What follows belongs to an exercise in optimizing a design on an open flow for small area; a production flow would make more cautious choices.
The RTL was checked by simulation tests, not by an equivalence proof against the original design.
Power and IR drop assume default switching activity.

--- flow/run.sh ---
#!/bin/bash
# synth_recipe.tcl (not shown) runs the flow's synth.tcl, then flattens the netlist and writes it again
# the make line also repeats each setting of config.mk as NAME=value (left out here)
make -C /OpenROAD-flow-scripts/flow DESIGN_CONFIG=/design/flow/config.mk WORK_HOME=/design/flow/orfs CLKGATE_MAP_FILE= SYNTH_SCRIPT=/design/flow/synth_recipe.tcl finish
--- flow/config.mk ---
export PLATFORM = sky130hd
export DESIGN_NAME = DigitalLock
export DESIGN_NICKNAME = DigitalLock
export VERILOG_FILES = /design/flow/design.v
export SDC_FILE = /design/flow/constraint.sdc
export NUM_CORES = 4
export LEC_CHECK = 0
export CAP_MARGIN = 20
export CORE_MARGIN = 2
export CORE_UTILIZATION = 40
export SLEW_MARGIN = 20
--- flow/constraint.sdc ---
create_clock -name core_clock -period 12.0 [get_ports {clock}]
set_input_delay 2.4000 -clock core_clock [delete_from_list [all_inputs] [get_ports {clock}]]
set_output_delay 2.4000 -clock core_clock [all_outputs]
set_load 0.01 [all_outputs]
--- flow/design.v ---
module HexTo7Seg ( 
	input		[3:0] hex, 
	output reg	[6:0] SevenSeg
);
always @(*) begin
	case(hex)
		4'h0: SevenSeg = ~7'b0000000;   
		4'h1: SevenSeg = ~7'b0000110;  
		4'h2: SevenSeg = ~7'b1011011;  
		4'h4: SevenSeg = ~7'b1001111;  
		4'h8: SevenSeg = ~7'b1100110;  
		4'h3: SevenSeg = ~7'b1111001;  
		4'h5: SevenSeg = ~7'b1010000;  
		4'h6: SevenSeg = ~7'b0111111;  
		4'h7: SevenSeg = ~7'b0111110;  
		4'h9: SevenSeg = ~7'b1010100;  
		4'hA: SevenSeg = ~7'b0111000;  
		4'hB: SevenSeg = ~7'b0111001;  
		4'hC: SevenSeg = ~7'b1011110;  
		4'hD: SevenSeg = ~7'b1101101;  
		4'hE: SevenSeg = ~7'b1111000;  
		default: SevenSeg = 7'b0000000;
	endcase
end
endmodule
module PasswordTo7Seg #(
	parameter NUM_DISPLAYS = 6
)(
	input [(4*NUM_DISPLAYS)-1:0] password,
	output [(7*NUM_DISPLAYS)-1:0] seven_seg
);
genvar i;
generate 
	for (i = 0; i < NUM_DISPLAYS; i = i + 1) begin : SevenSeg_loop
		HexTo7Seg display (
			.hex		( password[(i*4)+:4] ),
			.SevenSeg	( seven_seg[(i*7)+:7] )
		);
	end 
endgenerate
endmodule
module KeyPressFilter (
	input clock,
	input [3:0] key,
	output [3:0] posedge_key
); 
reg delay;
always @(posedge clock) begin
	delay <= |key;
end
assign posedge_key = key & ~{(4){delay}};
endmodule
module DigitalLockFSM #(
	parameter PASSWORD_LENGTH = 4,
	parameter NUM_DISPLAYS = 6,
	parameter MAX_IDLE = 500000000
)(
	input clock, reset,
	input [3:0] key,
	output reg lock_flag, error_flag, enter_pwd_flag, create_pwd_flag,
	output reg [(4*NUM_DISPLAYS)-1:0] display_digits
); 
reg [(4*PASSWORD_LENGTH)-1:0] password, temp_password;
localparam RESET_PASSWORD = {((4*PASSWORD_LENGTH)-1){1'b0}};
integer key_presses;
integer idle_counter;
integer num_pwd_entered;
reg [2:0] state, prev_state, sub_state;
localparam	UNLOCKED 			= 3'd0,
			LOCKED 			= 3'd1,
			CREATE_PASSWORD 	= 3'd2,
			ENTER_PASSWORD		= 3'd3,
			ERROR 			= 3'd4,
			ENTER_DIGIT		= 3'd5,
			CHECK			= 3'd6,
			RETURN_PASSWORD		= 3'd7;
always @(*) begin
	if (reset) begin
		display_digits <= {4'h5, 4'h3, 4'hD, 4'h3, 4'hE};
	end else begin
		case (state) 
			ERROR: display_digits <= {4'h3, 4'h5, 4'h5, 4'h6, 4'h5};
			UNLOCKED: display_digits <= {4'h7, 4'h9, 4'hA, 4'h6, 4'hB, 4'hC};
			LOCKED: display_digits <= {4'hA, 4'h6, 4'hB, 4'hB, 4'h3, 4'hC};
			default: display_digits <= temp_password >> 4*(PASSWORD_LENGTH - key_presses);
		endcase
	end
end
always @(*) begin
	lock_flag = (prev_state == LOCKED);
	error_flag = 1'b0;
	enter_pwd_flag = 1'b0;
	create_pwd_flag = 1'b0;
	case (state)
		UNLOCKED: begin 
			lock_flag = 1'b0;
		end
		LOCKED: begin 
			lock_flag = 1'b1;
		end
		CREATE_PASSWORD: begin 
			create_pwd_flag = 1'b1;
			lock_flag = 1'b0;
		end
		ENTER_PASSWORD: begin
			enter_pwd_flag = 1'b1;
			lock_flag = 1'b1;	
		end
		ERROR: begin
			error_flag = 1'b1;
		end
	endcase
end
always @(posedge clock or posedge reset) begin
	if (reset) begin
		state		<= UNLOCKED;
		sub_state	<= ENTER_DIGIT;
		prev_state	<= UNLOCKED;
		password	<= RESET_PASSWORD;
		temp_password	<= RESET_PASSWORD;
		key_presses	<= 0;
		idle_counter	<= 0;
		num_pwd_entered	<= 0;
	end else if (idle_counter == MAX_IDLE) begin
		state		<= ERROR;
		idle_counter	<= 0;
	end else begin
		case (state)
			UNLOCKED: begin 
				if (|key) begin 
					state	<= CREATE_PASSWORD;
				end else begin
					state	<= UNLOCKED;
				end
			end
			CREATE_PASSWORD: begin 
				prev_state	<= UNLOCKED;
				InputPassword();
				if (sub_state == RETURN_PASSWORD) begin
					if (num_pwd_entered == 0) begin
						password <= temp_password;
						num_pwd_entered	<= num_pwd_entered + 1;
					end else begin
						num_pwd_entered	<= 0;
						if (temp_password == password) begin
							state		<= LOCKED;
						end else begin
							state		<= ERROR;
							password	<= RESET_PASSWORD;
						end
					end 
					temp_password	<= RESET_PASSWORD;
				end
			end
			LOCKED: begin
				if (|key) begin 
					state	<= ENTER_PASSWORD;
				end else begin
					state	<= LOCKED;
				end
			end
			ENTER_PASSWORD: begin
				prev_state <= LOCKED;
				InputPassword();
				if (sub_state == RETURN_PASSWORD) begin
					if (password == temp_password) begin
						state		<= UNLOCKED;
						password	<= RESET_PASSWORD;
						temp_password	<= RESET_PASSWORD;
					end else begin
						state 		<= ERROR;
						temp_password	<= RESET_PASSWORD;
					end
				end
			end
			ERROR: begin
				if (|key) begin
					state		<= prev_state;
					key_presses	<= 0;
				end else begin
					state 		<= ERROR;
				end
			end
			default: begin
				state	<= ERROR;
			end
		endcase
	end
end
task InputPassword();
	case(sub_state)
		ENTER_DIGIT: begin
			if (|key) begin
				temp_password[(4*PASSWORD_LENGTH)-1 - (4*key_presses) -: 4] <= key;
				key_presses	<= key_presses + 1;
				sub_state 	<= CHECK;
				idle_counter 	<= 0;
			end else begin
				sub_state 	<= ENTER_DIGIT;
				idle_counter 	<= idle_counter+1;
			end
		end
		CHECK: begin
			if (key_presses >= PASSWORD_LENGTH) begin
				sub_state 	<= RETURN_PASSWORD;
				key_presses 	<= 0;
			end else begin
				sub_state 	<= ENTER_DIGIT;
			end
		end
		RETURN_PASSWORD: begin
			sub_state	<= ENTER_DIGIT;
		end
		default: begin
			sub_state 	<= ENTER_DIGIT;
		end
	endcase
endtask
endmodule
module DigitalLock #(
	parameter PASSWORD_LENGTH = 5,
	parameter NUM_DISPLAYS = 6,
	parameter MAX_IDLE = 1000
)(
	input clock, 
	input reset,
	input [3:0] key,
	output LED_locked, 
	output LED_error, 
	output LED_ep, 
	output LED_cp, 
	output LED_unlocked, 
	output LED_reset,
	output [(7*NUM_DISPLAYS)-1:0] seven_seg
); 
wire [3:0] filtered_key;
wire [(4*NUM_DISPLAYS)-1:0] display_digits;
KeyPressFilter Filter (
	.clock			( clock ),
	.key			( ~key ),
	.posedge_key		( filtered_key )
);
DigitalLockFSM #(
	.PASSWORD_LENGTH	( PASSWORD_LENGTH ),
	.NUM_DISPLAYS		( NUM_DISPLAYS ),
	.MAX_IDLE		( MAX_IDLE )
) FSM (
	.clock			( clock ),
	.reset			( reset ),
	.key			( filtered_key ),
	.lock_flag		( LED_locked ),
	.error_flag		( LED_error ),
	.enter_pwd_flag		( LED_ep ),
	.create_pwd_flag	( LED_cp ),
	.display_digits		( display_digits )
);
PasswordTo7Seg #(
	.NUM_DISPLAYS		( NUM_DISPLAYS )
) SevenSegments (
	.password		( display_digits ),
	.seven_seg		( seven_seg )
);
assign LED_unlocked = ~LED_locked;
assign LED_reset = reset;
endmodule
==> results.txt <==
outcome=complete, no violations; normalized max-slew margin=0.3429; total clock buffers created by CTS=17; number of I/O pins=54; Hold Vio Cnt, Final=0; area of the placeable core=30430 um^2; PortBufs=53; number of diodes added for antenna fixing=0; cts hold-fix bufs=0; fin. max-slew vios=0; share of the clock period used by the worst path=0.7405; die boundary height=179.2 um; Distinct cells, synth=82; placer's final routability congestion estimate=0.8811; post-synthesis instance area=12270 um^2; global-route wire length before repair=56120 um; initial core utilization=0.4033; root buffer cell=clkbuf_16; 1st-iter DRT viols=900; count of endpoints failing setup in the final report=0; Post-Synthesis Mean Instance Area=7.882 um^2; data required time at the worst endpoint=9.60 ns; Worst-path clk slew=0.07 ns; GRT Residual Overflow=0; unrepaired setup endpoints after global routing=false; ys async rst share=0.9930; class of the tightest hold or removal check=reg2reg; post-route design area=13690 um^2; worst-path fanout max=15; Yosys top cell area share=0.2875; antenna violations before repair=0; count of state elements after synthesis=143; via count normalized by instance count=5.902; Main synth FF type=dfrtp_1; power per unit of standard cell area=184.2 nW/um^2; max cap viols=0; Fillers=3042; synth top area cells=dfrtp_1, ha_1, nor2_1; via count=11560; achievable frequency=112.5 MHz; setup skew after layout=0.01614 ns; Num Clock Sinks=143; sequential fraction of the synthesis area=0.2913; CTS tree=yes; Bufs on Longest Clock Path=2; crit path time final=8.886 ns; sort of element at the start of the critical path=flip-flop; commonest non-fill, non-tap cell in the layout=nor2_1; vias in the first global route=10550; cell area after placement=13090 um^2; remaining routing DRC violations=0; number of levels in the clock H-tree=4; clock latency of the later-clocked register in the worst-skew pair=0.44 ns; floorplan die area=32100 um^2; final sum of negative setup slack=0 ns; post-detailed-route count of antenna-violating nets=0; leakage dissipation=5.777 nW; number of instances resized during post-cts repair=0; number of rows created at floorplan=64; commonest non-fill, non-tap cells in the layout=nor2_1, dfrtp_1, nand2_1; start of the worst register-to-register path=FSM.key_presses[1]; Horiz. Die Dim=179.2 um; worst setup slack for register-to-register paths=5.65 ns; timing startpoint of the critical path=FSM.key_presses[10]; YS warnings=3; Arrival @ worst endpoint=6.49 ns; largest net degree at the start of global routing=89; Peak supply drop=0.2122 mV; detailed-routing iteration count for the pre-antenna-repair pass=5; number of enable-type register cells in the synthesized netlist=0; number of setup buffers added after CTS=0; critical path type=reg2out; synthesis-to-layout area growth=11.52%; fraction of final layout cells sized beyond drive strength 1=0.06530; total half-perimeter wirelength after legalization and detailed placement=25220 um; Syn Nets=1622; final wirelength=34580 um; number of nets in the final layout=1614; Critical Path Sink Type=output port; overall routing resource usage=0.2176; Gate Count Post-Synth=1557; slew at the pin closest to its max-slew limit=0.9790 ns; post-synthesis cell type with the largest combined area=dfrtp_1; startpoint of the worst hold path=FSM.idle_counter[7]; average detailed-routed wire length per instance=17.66 um; final hold slack=0.5164 ns
kinds of logic after synthesis:
family          Yosys count  synth area share
compound gates          369            0.2022
flops                   143            0.2913
mux                      41           0.03895
buf+inv                 172           0.05353
xor+xnor                104           0.07423
fa+ha+maj                60           0.06097
simple gates            668            0.2789
stage by stage:
| stage | util | power [W] | std cells | setup slack, ns |
|---|---|---|---|---|
| finish | 0.4498 | 0.002522 | 1958 | 3.114 |
| global route | 0.4498 | 0.002699 | 1958 | 2.867 |
| CTS | 0.4495 | 0.002517 | 1957 | 3.228 |
| detailed placement | 0.4303 | 0.001976 | 1925 | 3.721 |
| global placement | 0.4301 | 0.001960 | 1925 | 3.954 |
| floorplan | - | 0.001548 | 1557 | 2.322 |
layout make-up:
class | instances | area, um^2 | share of cell area
Clock buffer | 18 | 429.2 | 0.03136
Clock inverter | 14 | 155.1 | 0.01134
Inverter | 71 | 271.5 | 0.01984
Multi-Input combinational cell | 1242 | 8071 | 0.5898
Sequential cell | 143 | 3575 | 0.2612
Tap cell | 396 | 495.5 | 0.03620
Timing Repair Buffer | 74 | 688.2 | 0.05028
final timing paths:
| kind | end | cells past startpoint |
|---|---|---|
| max | seven_seg[7] | 14 |
| min | FSM.idle_counter[7] | 1 |
| max reg2reg | FSM.temp_password[10] | 14 |
| min reg2reg | FSM.idle_counter[7] | 1 |
| max in group asynchronous | FSM.num_pwd_entered[15] | 3 |
| min in group asynchronous | FSM.password[4] | 2 |
sequential cells by signal, summed over array words and instances, names as in the netlist:
name,flops
FSM.password,20
FSM.state,3
FSM.key_presses,32
FSM.temp_password,20
Filter.delay,1
FSM.idle_counter,32
FSM.prev_state,1
FSM.num_pwd_entered,32
FSM.sub_state,2
Yosys cell counts, types with 5 or more instances:
master     count
ha_1          59
mux2i_1       23
o21a_1        13
o21bai_1       6
nor4_1        41
o31ai_1       14
a21oi_1       72
nand2_1      114
a211oi_1      20
and4_1         6
nor3_1        57
buf_1          9
nor3b_1        7
buf_2          6
clkbuf_1      85
and3_1        25
a221oi_1       5
or3_1         23
a2111oi_0      6
o211ai_1      23
inv_1         69
or4_1         13
nand2b_1      20
o22ai_1        6
and2_1        21
mux2_2        14
a31oi_1       26
a221o_1       13
nor4b_1        8
o21ai_0       91
nand4_1       30
a21boi_0       7
dfrtp_1      141
or2_2         11
a211o_1        8
nor2_1       174
a41oi_1        8
o211a_1        7
nand3_1       83
xnor2_1       52
xor2_1        52
nor2b_1       15
nand3b_1       6
worst max-delay path: stages (launching register included):
cell and delay [ns]:
dfrtp_1 0.56, or4_1 0.72, or3_1 0.42, a2111o_1 0.37, a2111oi_0 0.55, o2111a_1 0.30
nand4_1 0.55, nand2b_1 0.44, a211oi_1 0.29, nand2b_1 0.22, inv_1 0.10, ha_1 0.22
or2_2 0.29, mux4_2 0.45, clkdlybuf4s50_1 0.56
report_power, final:
group          leakage, nW  switching, W  internal (W)  total [W]
logic                 3.79      0.000822      0.000565    0.00139
clock network        0.270      0.000237      0.000294   0.000531
registers             1.71     0.0000639      0.000539   0.000603
per-layer routing:
metal / GRT usage / wire, um / vias up
met5: 0 / 0 / -
met4: 0.05746 / 520 / 0
met3: 0.02926 / 1553 / 35
met2: 0.3559 / 16260 / 333
met1: 0.3015 / 16250 / 5535
li1: - / - / 5653

-- port drivers added, routing unchanged --
The results above use ideal ports. As a check the final layout listed here was re-extracted and re-timed, cells and wires unchanged.
Step 1 (the two cells are an assumption about what drives the block):
set clk [get_ports {clock}]
set_driving_cell -lib_cell sky130_fd_sc_hd__clkbuf_16 $clk
set_driving_cell -lib_cell sky130_fd_sc_hd__buf_2 [delete_from_list [all_inputs] $clk]
Step 2 times the ports against the registers' clock, not the clock port: input delays grow and output delays shrink by t, the midpoint of the rising clock arrivals with the driver on.
Slacks: ideal / step 1 / step 2; pairs: ideal / step 1.
t, ns: 0.475
slack for setup (ns): 3.114 / 3.068 / 3.543
worst hold slack (ns): 0.516 / 0.516 / 0.516
worst setup path at the end: register to output
After both steps this run still meets setup and hold. The setup slack of this run moves by -0.046 ns with the drivers and by +0.429 ns with both steps.
